What follows belongs to an exercise in optimizing a design on an open flow for small area; a production flow would make more cautious choices. Only simulation tests tie the RTL to the original design; equivalence was not proved. Power figures rest on the tool's default switching activity, not on a simulated workload.

==> run a <==
==> flow/design.v <==
module uart_rx (input clock,
                input i_rst,
                input i_rx,
                output reg [11:0] o_cnt,
                output o_tick,
                output o_tick0,
                output reg [4:0] o_u,
                output o_sample,
                output o_txstart);
    wire [12:0] c;
    assign c[0] = 1'b1;
    genvar k;
    generate for (k = 0; k < 12; k = k + 1) begin : g_inc
        assign c[k+1] = c[k] & o_cnt[k];
    end endgenerate
    assign o_tick  = c[11];
    assign o_tick0 = c[12];
    always @(posedge clock)
        if (i_rst | c[12])
            o_cnt <= 12'd1283;
        else
            o_cnt <= o_cnt ^ c[11:0];
    wire idle  = ~o_u[4] & ~o_u[3];
    wire check = ~o_u[4] & o_u[3] & ~o_u[1];
    always @(posedge clock)
        if (i_rst)
            o_u <= 5'd0;
        else if (idle) begin
            if (!i_rx)
                o_u <= {4'b0110, o_tick};
        end
        else if (check & i_rx)
            o_u <= 5'd0;
        else
            o_u <= o_u + {4'd0, o_tick};
    assign o_sample  = o_tick & o_u[0] & (o_u[4] ^ (o_u[3] & o_u[2] & o_u[1]));
    assign o_txstart = o_tick0 & (&o_u[4:1]);
endmodule
module filter (input wire clock,
               input wire i_rst,
               input wire i_rx,
               input wire i_clr,
               input wire [11:0] i_cnt,
               input wire [4:0] i_u,
               input wire i_sample,
               output reg [7:0] o_q);
    reg [399:0] ring;
    reg [8:0]   x;
    reg         pend;
    reg         nb;         
    reg         ob;         
    reg [5:0]   r;
    wire wr   = pend & (x == 9'd0);
    wire win  = i_u[4] & (i_cnt[11:7] == 5'b11000);
    wire [2:0] bi = i_u[3:1];
    wire step = win & ((i_cnt[6:0] >> bi) == 7'd0);
    wire up   = step & nb & ~ob;
    wire dn   = step & ob & ~nb;
    wire hold = win & (i_cnt[6:0] < 7'd13);
    always @(posedge clock)
        ring <= {ring[398:0], ~i_clr & (wr ? nb : ring[399])};
    wire [9:0] xc;
    assign xc[0] = ~hold;
    genvar k;
    generate for (k = 0; k < 9; k = k + 1) begin : g_x
        assign xc[k+1] = xc[k] & x[k];
    end endgenerate
    wire xwrap = xc[4] & x[7] & x[8];      
    always @(posedge clock) begin
        if (i_rst | xwrap)
            x <= 9'd0;
        else
            x <= x ^ xc[8:0];
        if (i_rst)
            pend <= 1'b0;
        else if (i_sample)
            pend <= 1'b1;
        else if (wr)
            pend <= 1'b0;
        if (i_sample)
            nb <= i_rx;
        if (wr)
            ob <= ring[399];
    end
    wire [6:0] rt;
    wire [8:0] qt;
    assign rt[0] = up | dn;
    generate for (k = 0; k < 6; k = k + 1) begin : g_r
        assign rt[k+1] = rt[k] & (r[k] ^ dn);
    end endgenerate
    wire r49 = r[5] & r[4] & r[0] & ~r[3] & ~r[2] & ~r[1];
    assign qt[0] = (up & r49) | (dn & rt[6]);
    generate for (k = 0; k < 8; k = k + 1) begin : g_q
        assign qt[k+1] = qt[k] & (o_q[k] ^ dn);
    end endgenerate
    always @(posedge clock)
        if (i_rst) begin
            o_q <= 8'd0;
            r   <= 6'd0;
        end
        else begin
            o_q <= o_q ^ qt[7:0];
            if (qt[0])
                r <= {dn, dn, 3'b000, dn};
            else
                r <= r ^ rt[5:0];
        end
endmodule
module uart_tx (input clock,
                input i_rst,
                input i_tick,
                input i_tick0,
                input i_start,
                input [7:0] i_data,
                output o_tx,
                output [3:0] o_led,
                output o_clr);
    reg [3:0] s;
    reg [7:0] data;
    assign o_clr = ~s[3] & ~s[1] & s[0];
    always @(posedge clock)
        if (i_rst)
            s <= 4'd1;
        else if (i_start)
            s <= 4'd7;
        else if (o_clr)
            s <= {3'd0, ~i_tick};
        else
            s <= s + {3'd0, i_tick0 & (s[3] | s[0])};
    always @(posedge clock)
        if (i_rst)
            data <= 8'd0;
        else if (i_start)
            data <= i_data;
    assign o_tx  = s[3] ? data[s[2:0]] : ~(s[1] & s[0]);
    assign o_led = data[3:0];
endmodule
module uart_top(
	input clk,
	input wire rst,
	input wire uart_rx,
	output wire uart_tx,
	output wire[3:0] led
    );
wire [11:0] cnt;
wire        tick;
wire        tick0;
wire [4:0]  u;
wire        sample;
wire        txstart;
wire        clr;
wire [7:0]  q;
uart_rx UART_RX (
	.clock    (clk),
	.i_rst    (rst),
	.i_rx     (uart_rx),
	.o_cnt    (cnt),
	.o_tick   (tick),
	.o_tick0  (tick0),
	.o_u      (u),
	.o_sample (sample),
	.o_txstart(txstart)
	);
filter LPF (
	.clock   (clk),
	.i_rst   (rst),
	.i_rx    (uart_rx),
	.i_clr   (clr),
	.i_cnt   (cnt),
	.i_u     (u),
	.i_sample(sample),
	.o_q     (q)
	);
uart_tx UART_TX (
	.clock    (clk),
	.i_rst    (rst),
	.i_tick   (tick),
	.i_tick0  (tick0),
	.i_start  (txstart),
	.i_data   (q),
	.o_tx     (uart_tx),
	.o_led    (led),
	.o_clr    (clr)
	);
endmodule
==> flow/flow/run.sh <==
#!/bin/bash
# Standard layout, with clock tree synthesis told not to add dummy loads.
set -euo pipefail
export CTS_ARGS="-sink_clustering_enable -repair_clock_nets -dont_use_dummy_load -buf_list sky130_fd_sc_hd__clkbuf_8 -sink_clustering_size 20 -sink_clustering_max_diameter 60"
bash standard.sh > standard.log 2>&1
==> flow/standard.sh <==
#!/bin/bash
# synth_recipe.tcl (not shown) runs the flow's synth.tcl, then flattens the netlist and writes it again
# the make line also repeats each setting of config.mk as NAME=value (left out here)
make -C /OpenROAD-flow-scripts/flow DESIGN_CONFIG=/design/flow/config.mk WORK_HOME=/design/flow/orfs CLKGATE_MAP_FILE= SYNTH_SCRIPT=/design/flow/synth_recipe.tcl "${@:-finish}"
==> flow/config.mk <==
export PLATFORM = sky130hd
export DESIGN_NAME = uart_top
export DESIGN_NICKNAME = uart_top
export VERILOG_FILES = /design/flow/design.v
export SDC_FILE = /design/flow/constraint.sdc
export NUM_CORES = 4
export LEC_CHECK = 0
export CAP_MARGIN = 20
export CORE_MARGIN = 2
export CORE_UTILIZATION = 65
export CTS_BUF_LIST = sky130_fd_sc_hd__clkbuf_8
export CTS_CLUSTER_DIAMETER = 60
export CTS_CLUSTER_SIZE = 20
export SLEW_MARGIN = 20
==> flow/constraint.sdc <==
create_clock -name core_clock -period 20.0 [get_ports {clk}]
set_input_delay 4.0000 -clock core_clock [delete_from_list [all_inputs] [get_ports {clk}]]
set_output_delay 4.0000 -clock core_clock [all_outputs]
set_load 0.01 [all_outputs]
==> run b (differences from run a) <==
==> flow/design.v, changed modules only <==
module uart_rx (input clock,
                input i_rst,
                input i_rx,
                output reg [11:0] o_cnt,
                output reg [4:0] o_rc,
                output o_sample,
                output o_txstart);
    wire tick0 = (o_cnt == 12'd0);
    wire tick  = tick0 | (o_cnt == 12'd1407);
    always @(posedge clock)
        if (i_rst | (o_cnt == 12'd2812))
            o_cnt <= 12'd0;
        else
            o_cnt <= o_cnt + 12'd1;
    always @(posedge clock)
        if (i_rst)
            o_rc <= 5'd0;
        else if (o_rc == 5'd0) begin
            if (!i_rx)
                o_rc <= tick ? 5'd2 : 5'd1;
        end
        else if (o_rc <= 5'd2 && i_rx)
            o_rc <= 5'd0;
        else if (tick)
            o_rc <= (o_rc == 5'd20) ? 5'd0 : o_rc + 5'd1;
    assign o_sample  = tick & ~o_rc[0] & (o_rc >= 5'd4) & (o_rc <= 5'd18);
    assign o_txstart = tick0 & (o_rc == 5'd19 || o_rc == 5'd20);
endmodule
module filter (input wire clock,
               input wire i_rst,
               input wire i_rx,
               input wire [11:0] i_cnt,
               input wire [4:0] i_rc,
               input wire i_sample,
               output reg [7:0] o_q);
    reg [399:0] ring;
    reg [8:0]   x;
    reg         clr;
    reg         pend;
    reg         nb;         
    reg         ob;         
    reg [5:0]   r;
    wire wr   = pend & (x == 9'd0);
    wire act  = (i_rc >= 5'd5) & (i_rc <= 5'd20);    
    wire win  = act & (i_cnt[11:7] == 5'b10000);
    wire [2:0] bi = (i_rc - 5'd5) >> 1;
    wire step = win & ((i_cnt[6:0] >> bi) == 7'd0);
    wire up   = step & nb & ~ob;
    wire dn   = step & ob & ~nb;
    wire hold = win & (i_cnt[6:0] < 7'd13);
    always @(posedge clock)
        ring <= {ring[398:0], clr ? 1'b0 : (wr ? nb : ring[399])};
    always @(posedge clock) begin
        if (i_rst)
            clr <= 1'b1;
        else if (i_cnt[9])
            clr <= 1'b0;
        if (i_rst | (!hold & x == 9'd399))
            x <= 9'd0;
        else if (!hold)
            x <= x + 9'd1;
        if (i_rst)
            pend <= 1'b0;
        else if (i_sample)
            pend <= 1'b1;
        else if (wr)
            pend <= 1'b0;
        if (i_sample)
            nb <= i_rx;
        if (wr)
            ob <= ring[399];
        if (i_rst) begin
            o_q <= 8'd0;
            r   <= 6'd0;
        end
        else if (up) begin
            if (r == 6'd49) begin
                r   <= 6'd0;
                o_q <= o_q + 8'd1;
            end
            else
                r <= r + 6'd1;
        end
        else if (dn) begin
            if (r == 6'd0) begin
                r   <= 6'd49;
                o_q <= o_q - 8'd1;
            end
            else
                r <= r - 6'd1;
        end
    end
endmodule
module uart_tx (input clock,
                input i_rst,
                input i_tick,
                input i_start,
                input [7:0] i_data,
                output o_tx,
                output [3:0] o_led);
    reg [3:0] s;
    reg [7:0] data;
    always @(posedge clock)
        if (i_rst) begin
            s    <= 4'd0;
            data <= 8'd0;
        end
        else if (i_start) begin
            s    <= 4'd1;
            data <= i_data;
        end
        else if (i_tick && s != 4'd0)
            s <= (s == 4'd9) ? 4'd0 : s + 4'd1;
    wire [2:0] bi = s[2:0] - 3'd2;
    assign o_tx  = (s == 4'd0) | (s != 4'd1 && data[bi]);
    assign o_led = data[3:0];
endmodule
module uart_top(
	input clk,
	input wire rst,
	input wire uart_rx,
	output wire uart_tx,
	output wire[3:0] led
    );
wire [11:0] cnt;
wire [4:0]  rc;
wire        sample;
wire        txstart;
wire [7:0]  q;
uart_rx UART_RX (
	.clock   (clk),
	.i_rst   (rst),
	.i_rx    (uart_rx),
	.o_cnt   (cnt),
	.o_rc    (rc),
	.o_sample(sample),
	.o_txstart(txstart)
	);
filter LPF (
	.clock   (clk),
	.i_rst   (rst),
	.i_rx    (uart_rx),
	.i_cnt   (cnt),
	.i_rc    (rc),
	.i_sample(sample),
	.o_q     (q)
	);
uart_tx UART_TX (
	.clock    (clk),
	.i_rst    (rst),
	.i_tick   (cnt == 12'd0),
	.i_start  (txstart),
	.i_data   (q),
	.o_tx     (uart_tx),
	.o_led    (led)
	);
endmodule
==> flow/run.sh (new file) <==
#!/bin/bash
# synth_recipe.tcl (not shown) runs the flow's synth.tcl, then flattens the netlist and writes it again
# the make line also repeats each setting of config.mk as NAME=value (left out here)
make -C /OpenROAD-flow-scripts/flow DESIGN_CONFIG=/design/flow/config.mk WORK_HOME=/design/flow/orfs CLKGATE_MAP_FILE= SYNTH_SCRIPT=/design/flow/synth_recipe.tcl finish
Settings changed: CORE_UTILIZATION 65 to 40, CTS_BUF_LIST sky130_fd_sc_hd__clkbuf_8 to sky130_fd_sc_hd__clkbuf_4, CTS_CLUSTER_DIAMETER 60 to not set, CTS_CLUSTER_SIZE 20 to not set.
removed: flow/flow/run.sh
removed: flow/standard.sh
==> run c (differences from run a) <==
==> flow/run.sh (new file) <==
#!/bin/bash
# synth_recipe.tcl (not shown) runs the flow's synth.tcl, then flattens the netlist and writes it again
# the make line also repeats each setting of config.mk as NAME=value (left out here)
make -C /OpenROAD-flow-scripts/flow DESIGN_CONFIG=/design/flow/config.mk WORK_HOME=/design/flow/orfs CLKGATE_MAP_FILE= SYNTH_SCRIPT=/design/flow/synth_recipe.tcl finish
Settings changed: CTS_BUF_LIST sky130_fd_sc_hd__clkbuf_8 to not set, CTS_CLUSTER_DIAMETER 60 to 100, CTS_CLUSTER_SIZE 20 to 30.
removed: flow/flow/run.sh
removed: flow/standard.sh
==> run d (differences from run a) <==
==> flow/run.sh (new file) <==
#!/bin/bash
# synth_recipe.tcl (not shown) runs the flow's synth.tcl, then flattens the netlist and writes it again
# the make line also repeats each setting of config.mk as NAME=value (left out here)
make -C /OpenROAD-flow-scripts/flow DESIGN_CONFIG=/design/flow/config.mk WORK_HOME=/design/flow/orfs CLKGATE_MAP_FILE= SYNTH_SCRIPT=/design/flow/synth_recipe.tcl finish
removed: flow/flow/run.sh
removed: flow/standard.sh
==> notes.md <==
Outcome: run b complete, no violations; run c complete, no violations; run a complete, no violations; run d complete, no violations
Number of global-route vias before repair: run b 5,659; run c 4,525; run a 4,542; run d 4,547
Routed via count: run b 5,633; run c 4,392; run a 4,426; run d 4,448
WL per Instance: run b 11.0 um; run c 13.8 um; run a 13.2 um; run d 13.2 um
Cell total after placement: run b 1,163; run c 915; run a 915; run d 915
Power per Cell Area: run b 127 nW/um^2; run c 116 nW/um^2; run a 112 nW/um^2; run d 113 nW/um^2
Origin of the worst setup path: run b UART_TX.s[1]; run c UART_TX.s[0]; run a UART_TX.s[0]; run d UART_TX.s[0]
DP Area: run b 11,800 sq um; run c 11,100 sq um; run a 11,100 sq um; run d 11,100 sq um
FF+latch area: run b 9150 sq um; run c 9130 sq um; run a 9130 sq um; run d 9130 sq um
Antenna cells: run b 2; run c 0; run a 0; run d 0
R2R depth: run b 14; run c 17; run a 17; run d 17
Internal Dissipation: run b 1320 uW; run c 1090 uW; run a 1030 uW; run d 1040 uW
Number of antenna violations at the first check in global routing: run b 1; run c 0; run a 0; run d 0
Internal reg-to-reg setup slack: run b 15.91 ns; run c 16.46 ns; run a 16.45 ns; run d 16.44 ns

========
==> quartz: inputs <==
RTL: the design.v shown in full above, as it stands there.
clock: 20.0 ns
lec_check: 0
cap_margin: 20
core_margin: 2
core_utilization: 65
cts_buf_list: sky130_fd_sc_hd__clkbuf_8
cts_cluster_diameter: 60
cts_cluster_size: 20
slew_margin: 20
standard.sh (not shown) runs the stock make flow with config.mk's settings and CLKGATE_MAP_FILE= SYNTH_SCRIPT=/design/flow/synth_recipe.tcl, a recipe that flattens the netlist after the stock synthesis.
==> flow/flow/run.sh <==
#!/bin/bash
# The standard layout with two changes:
#  - synthesis is the standard synthesis script with ABC mapping for area
#    (flow/abc_area.tcl); registers are mapped before ABC and are unchanged;
#  - clock tree synthesis adds no dummy loads.
# Each tool's log is under orfs/logs/; this script's own output goes to
# standard.log.
set -euo pipefail
{ head -n 1 synth_recipe.tcl; cat flow/abc_area.tcl; tail -n +2 synth_recipe.tcl; } > flow_synth.tcl
sed "s#SYNTH_SCRIPT=[^ ]*synth_recipe.tcl#SYNTH_SCRIPT=$PWD/flow_synth.tcl#" standard.sh > flow_standard.sh
grep -q "SYNTH_SCRIPT=$PWD/flow_synth.tcl" flow_standard.sh
export CTS_ARGS="-sink_clustering_enable -repair_clock_nets -dont_use_dummy_load -buf_list sky130_fd_sc_hd__clkbuf_8 -sink_clustering_size 20 -sink_clustering_max_diameter 60"
bash flow_standard.sh > standard.log 2>&1
==> flow/flow/abc_area.tcl <==
# Map with ABC's own default script for the library instead of ORFS's
# delay-driven script (and without its -D target), which trades area for depth.
proc abc {args} {
  set out {}
  set skip 0
  foreach a $args {
    if {$skip} { set skip 0; continue }
    if {$a eq "-script" || $a eq "-D"} { set skip 1; continue }
    lappend out $a
  }
  yosys abc {*}$out
}
==> pepper: changes against quartz <==
==> flow/design.v, changed modules only <==
module uart_rx (input clock,
                input i_rst,
                input i_rx,
                output reg [11:0] o_cnt,
                output reg [4:0] o_rc,
                output o_sample,
                output o_txstart);
    wire tick0 = (o_cnt == 12'd0);
    wire tick  = tick0 | (o_cnt == 12'd1407);
    always @(posedge clock)
        if (i_rst | (o_cnt == 12'd2812))
            o_cnt <= 12'd0;
        else
            o_cnt <= o_cnt + 12'd1;
    always @(posedge clock)
        if (i_rst)
            o_rc <= 5'd0;
        else if (o_rc == 5'd0) begin
            if (!i_rx)
                o_rc <= tick ? 5'd2 : 5'd1;
        end
        else if (o_rc <= 5'd2 && i_rx)
            o_rc <= 5'd0;
        else if (tick)
            o_rc <= (o_rc == 5'd20) ? 5'd0 : o_rc + 5'd1;
    assign o_sample  = tick & ~o_rc[0] & (o_rc >= 5'd4) & (o_rc <= 5'd18);
    assign o_txstart = tick0 & (o_rc == 5'd19 || o_rc == 5'd20);
endmodule
module filter (input wire clock,
               input wire i_rst,
               input wire i_rx,
               input wire [11:0] i_cnt,
               input wire [4:0] i_rc,
               input wire i_sample,
               output reg [7:0] o_q);
    reg [399:0] ring;
    reg [8:0]   x;
    reg         clr;
    reg         pend;
    reg         nb;         
    reg         ob;         
    reg [5:0]   r;
    wire wr   = pend & (x == 9'd0);
    wire act  = (i_rc >= 5'd5) & (i_rc <= 5'd20);    
    wire win  = act & (i_cnt[11:7] == 5'b10000);
    wire [2:0] bi = (i_rc - 5'd5) >> 1;
    wire step = win & ((i_cnt[6:0] >> bi) == 7'd0);
    wire up   = step & nb & ~ob;
    wire dn   = step & ob & ~nb;
    wire hold = win & (i_cnt[6:0] < 7'd13);
    always @(posedge clock)
        ring <= {ring[398:0], clr ? 1'b0 : (wr ? nb : ring[399])};
    always @(posedge clock) begin
        if (i_rst)
            clr <= 1'b1;
        else if (i_cnt[9])
            clr <= 1'b0;
        if (i_rst | (!hold & x == 9'd399))
            x <= 9'd0;
        else if (!hold)
            x <= x + 9'd1;
        if (i_rst)
            pend <= 1'b0;
        else if (i_sample)
            pend <= 1'b1;
        else if (wr)
            pend <= 1'b0;
        if (i_sample)
            nb <= i_rx;
        if (wr)
            ob <= ring[399];
        if (i_rst) begin
            o_q <= 8'd0;
            r   <= 6'd0;
        end
        else if (up) begin
            if (r == 6'd49) begin
                r   <= 6'd0;
                o_q <= o_q + 8'd1;
            end
            else
                r <= r + 6'd1;
        end
        else if (dn) begin
            if (r == 6'd0) begin
                r   <= 6'd49;
                o_q <= o_q - 8'd1;
            end
            else
                r <= r - 6'd1;
        end
    end
endmodule
module uart_tx (input clock,
                input i_rst,
                input i_tick,
                input i_start,
                input [7:0] i_data,
                output o_tx,
                output [3:0] o_led);
    reg [3:0] s;
    reg [7:0] data;
    always @(posedge clock)
        if (i_rst) begin
            s    <= 4'd0;
            data <= 8'd0;
        end
        else if (i_start) begin
            s    <= 4'd1;
            data <= i_data;
        end
        else if (i_tick && s != 4'd0)
            s <= (s == 4'd9) ? 4'd0 : s + 4'd1;
    wire [2:0] bi = s[2:0] - 3'd2;
    assign o_tx  = (s == 4'd0) | (s != 4'd1 && data[bi]);
    assign o_led = data[3:0];
endmodule
module uart_top(
	input clk,
	input wire rst,
	input wire uart_rx,
	output wire uart_tx,
	output wire[3:0] led
    );
wire [11:0] cnt;
wire [4:0]  rc;
wire        sample;
wire        txstart;
wire [7:0]  q;
uart_rx UART_RX (
	.clock   (clk),
	.i_rst   (rst),
	.i_rx    (uart_rx),
	.o_cnt   (cnt),
	.o_rc    (rc),
	.o_sample(sample),
	.o_txstart(txstart)
	);
filter LPF (
	.clock   (clk),
	.i_rst   (rst),
	.i_rx    (uart_rx),
	.i_cnt   (cnt),
	.i_rc    (rc),
	.i_sample(sample),
	.o_q     (q)
	);
uart_tx UART_TX (
	.clock    (clk),
	.i_rst    (rst),
	.i_tick   (cnt == 12'd0),
	.i_start  (txstart),
	.i_data   (q),
	.o_tx     (uart_tx),
	.o_led    (led)
	);
endmodule
==> flow/run.sh (new file) <==
#!/bin/bash
# synth_recipe.tcl (not shown) runs the flow's synth.tcl, then flattens the netlist and writes it again
# the make line also repeats each setting of config.mk as NAME=value (left out here)
make -C /OpenROAD-flow-scripts/flow DESIGN_CONFIG=/design/flow/config.mk WORK_HOME=/design/flow/orfs CLKGATE_MAP_FILE= SYNTH_SCRIPT=/design/flow/synth_recipe.tcl finish
- CORE_UTILIZATION: 65 -> 40
- CTS_BUF_LIST: sky130_fd_sc_hd__clkbuf_8 -> sky130_fd_sc_hd__clkbuf_2 sky130_fd_sc_hd__clkbuf_4 sky130_fd_sc_hd__clkbuf_8
- CTS_CLUSTER_DIAMETER: 60 -> unset
- CTS_CLUSTER_SIZE: 20 -> 30
removed: flow/flow/run.sh
removed: flow/flow/abc_area.tcl
removed: flow/standard.sh
==> tundra: changes against quartz <==
==> flow/design.v, changed modules only <==
module uart_rx (input clock,
                input i_rst,
                input i_rx,
                output reg [11:0] o_cnt,
                output o_tick,
                output o_tick0,
                output reg [4:0] o_u,
                output o_txstart);
    wire [12:0] c;
    assign c[0] = 1'b1;
    genvar k;
    generate for (k = 0; k < 12; k = k + 1) begin : g_inc
        assign c[k+1] = c[k] & o_cnt[k];
    end endgenerate
    assign o_tick  = c[11];
    assign o_tick0 = c[12];
    always @(posedge clock)
        if (i_rst | c[12])
            o_cnt <= 12'd1283;
        else
            o_cnt <= o_cnt ^ c[11:0];
    wire idle  = ~o_u[4] & ~o_u[3];
    wire check = ~o_u[4] & o_u[3] & ~o_u[1];
    always @(posedge clock)
        if (i_rst)
            o_u <= 5'd0;
        else if (idle) begin
            if (!i_rx)
                o_u <= {4'b0110, o_tick};
        end
        else if (check & i_rx)
            o_u <= 5'd0;
        else
            o_u <= o_u + {4'd0, o_tick};
    assign o_txstart = o_tick0 & (&o_u[4:1]);
endmodule
module filter (input wire clock,
               input wire i_rst,
               input wire i_rx,
               input wire i_clr,
               input wire [11:0] i_cnt,
               input wire [4:0] i_u,
               output reg [7:0] o_q);
    reg [399:0] ring;
    reg [8:0]   x;
    reg         up;         
    reg         dn;         
    reg [5:0]   r;
    wire rdbit = i_u[0] & (i_u[4] ^ (i_u[3] & i_u[2] & i_u[1]));
    wire wr    = rdbit & i_cnt[10] & i_cnt[9] & (x == 9'd0);
    wire win   = i_u[4] & (i_cnt[11:7] == 5'b11000);
    wire [2:0] bi = i_u[3:1];
    wire step  = win & ((i_cnt[6:0] >> bi) == 7'd0);
    wire hold  = win & (i_cnt[6:0] < 7'd13);
    always @(posedge clock)
        ring <= {ring[398:0], ~i_clr & (wr ? i_rx : ring[399])};
    wire [9:0] xc;
    assign xc[0] = ~hold;
    genvar k;
    generate for (k = 0; k < 9; k = k + 1) begin : g_x
        assign xc[k+1] = xc[k] & x[k];
    end endgenerate
    wire xwrap = xc[4] & x[7] & x[8];      
    always @(posedge clock) begin
        if (xwrap)
            x <= 9'd0;
        else
            x <= x ^ xc[8:0];
        if (i_cnt[11:7] == 5'b11001) begin
            up <= 1'b0;
            dn <= 1'b0;
        end
        else if (wr) begin
            up <= up | (i_rx & ~ring[399]);
            dn <= dn | (~i_rx & ring[399]);
        end
    end
    wire [6:0] rt;
    wire [8:0] qt;
    wire sup = step & up;
    wire sdn = step & dn;
    assign rt[0] = sup | sdn;
    generate for (k = 0; k < 6; k = k + 1) begin : g_r
        assign rt[k+1] = rt[k] & (r[k] ^ sdn);
    end endgenerate
    wire r49 = r[5] & r[4] & r[0] & ~r[3] & ~r[2] & ~r[1];
    assign qt[0] = (sup & r49) | (sdn & rt[6]);
    generate for (k = 0; k < 8; k = k + 1) begin : g_q
        assign qt[k+1] = qt[k] & (o_q[k] ^ sdn);
    end endgenerate
    always @(posedge clock)
        if (i_rst) begin
            o_q <= 8'd0;
            r   <= 6'd0;
        end
        else begin
            o_q <= o_q ^ qt[7:0];
            if (qt[0])
                r <= {sdn, sdn, 3'b000, sdn};
            else
                r <= r ^ rt[5:0];
        end
endmodule
module uart_tx (input clock,
                input i_rst,
                input i_tick,
                input i_tick0,
                input i_start,
                input [7:0] i_data,
                output o_tx,
                output [3:0] o_led,
                output o_clr);
    reg [3:0] s;
    reg [7:0] data;
    assign o_clr = ~s[3] & ~s[1] & s[0];
    always @(posedge clock)
        if (i_rst)
            s <= 4'd1;
        else if (i_start)
            s <= 4'd7;
        else if (o_clr)
            s <= {3'd0, ~i_tick};
        else
            s <= s + {3'd0, i_tick0 & (s[3] | s[0])};
    always @(posedge clock)
        if (i_rst)
            data[3:0] <= 4'd0;
        else if (i_start)
            data[3:0] <= i_data[3:0];
    always @(posedge clock)
        if (i_start)
            data[7:4] <= i_data[7:4];
    assign o_tx  = s[3] ? data[s[2:0]] : ~(s[1] & s[0]);
    assign o_led = data[3:0];
endmodule
module uart_top(
	input clk,
	input wire rst,
	input wire uart_rx,
	output wire uart_tx,
	output wire[3:0] led
    );
wire [11:0] cnt;
wire        tick;
wire        tick0;
wire [4:0]  u;
wire        txstart;
wire        clr;
wire [7:0]  q;
uart_rx UART_RX (
	.clock    (clk),
	.i_rst    (rst),
	.i_rx     (uart_rx),
	.o_cnt    (cnt),
	.o_tick   (tick),
	.o_tick0  (tick0),
	.o_u      (u),
	.o_txstart(txstart)
	);
filter LPF (
	.clock   (clk),
	.i_rst   (rst),
	.i_rx    (uart_rx),
	.i_clr   (clr),
	.i_cnt   (cnt),
	.i_u     (u),
	.o_q     (q)
	);
uart_tx UART_TX (
	.clock    (clk),
	.i_rst    (rst),
	.i_tick   (tick),
	.i_tick0  (tick0),
	.i_start  (txstart),
	.i_data   (q),
	.o_tx     (uart_tx),
	.o_led    (led),
	.o_clr    (clr)
	);
endmodule
--- a/flow/flow/run.sh
+++ b/flow/flow/run.sh
@@ -9,5 +9,6 @@
 { head -n 1 synth_recipe.tcl; cat flow/abc_area.tcl; tail -n +2 synth_recipe.tcl; } > flow_synth.tcl
 sed "s#SYNTH_SCRIPT=[^ ]*synth_recipe.tcl#SYNTH_SCRIPT=$PWD/flow_synth.tcl#" standard.sh > flow_standard.sh
 grep -q "SYNTH_SCRIPT=$PWD/flow_synth.tcl" flow_standard.sh
-export CTS_ARGS="-sink_clustering_enable -repair_clock_nets -dont_use_dummy_load -buf_list sky130_fd_sc_hd__clkbuf_8 -sink_clustering_size 20 -sink_clustering_max_diameter 60"
+export CTS_ARGS="-sink_clustering_enable -repair_clock_nets -dont_use_dummy_load -buf_list sky130_fd_sc_hd__clkbuf_4 -sink_clustering_size 12 -sink_clustering_max_diameter 40"
+export BUFFER_PORTS_ARGS="-buffer_cell sky130_fd_sc_hd__buf_1"
 bash flow_standard.sh > standard.log 2>&1
- CTS_BUF_LIST: sky130_fd_sc_hd__clkbuf_8 -> unset
- CTS_CLUSTER_DIAMETER: 60 -> unset
- CTS_CLUSTER_SIZE: 20 -> unset
==> comparison <==
In quartz the maximum frequency is larger than in pepper, by about 2.8%.
In register-to-register slack, tundra and quartz hardly differ.
Die area, highest first: pepper, quartz, tundra.
Of pepper and tundra, pepper has the higher critical path depth (gap 1).
The highest hold slack belongs to pepper, the lowest to quartz.
Sequential power: quartz is smaller than pepper (about 1%).
==> figures <==
metric	tundra	quartz	pepper
1st-iter DRT viols	149	127	248
Largest stage delay, worst path	0.51 ns	0.53 ns	0.53 ns
End of the worst register-to-register path	UART_TX.s[2]$_SDFF_PP0_	UART_TX.s[2]$_SDFF_PP0_	LPF.o_q[7]$_SDFFE_PP0P_
Psw	0.247 mW	0.244 mW	0.368 mW
Post-synthesis share of cell area spent on full adders, half adders and majority gates	2.69%	2.67%	2.48%
Number of cells traversed by the worst register-to-register path	17	17	14
Run status	timing/DRC/antenna clean	timing/DRC/antenna clean	timing/DRC/antenna clean
GR Layer Usage met1	21.0%	22.4%	14.7%
Critical path peak fanout	5	7	8
HPWL Detailed	6940 µm	6820 µm	7600 µm
Leakage	4.48 nW	4.52 nW	5.30 nW
Launch point of the worst hold path	LPF.ring[153]$_DFF_P_	LPF.ring[43]$_DFF_P_	LPF.ring[213]$_DFF_P_
Worst supply voltage drop on vdd	0.0722 mV	0.102 mV	0.0608 mV
Count of unique library cells instantiated by Yosys	51	54	61

[port drivers added, routing unchanged]
The flow's constraints put no driver on any port. The routed layouts listed below were extracted and timed again, unchanged, in two steps. Step 1, drivers: a clkbuf_16 drives clk and a buf_2 each remaining input, both assumed. Step 2 also shifts input and output timing later by t, the mid clock arrival at the registers, as if the neighbouring blocks saw the same clock. a / b / c = no drivers / after step 1 / after step 2; a / b = the first two.
run	t (ns)	setup WS [ns]	clock arrival spread, ns	worst data-port slew with drivers (ns)
run a	0.572	13.792 / 13.755 / 14.327	0.076 / 0.076	0.03
run b	0.705	13.433 / 13.396 / 14.101	0.039 / 0.039	0.03
run c	0.544	13.753 / 13.711 / 14.256	0.032 / 0.033	0.03
run d	0.601	13.726 / 13.689 / 14.290	0.027 / 0.026	0.03
quartz	0.579	13.717 / 13.678 / 14.257	0.060 / 0.061	0.03
pepper	0.601	13.542 / 13.500 / 14.102	0.025 / 0.025	0.03
tundra	0.646	14.024 / 13.991 / 14.637	0.052 / 0.052	0.03
After both steps setup and hold are still met in every run listed.
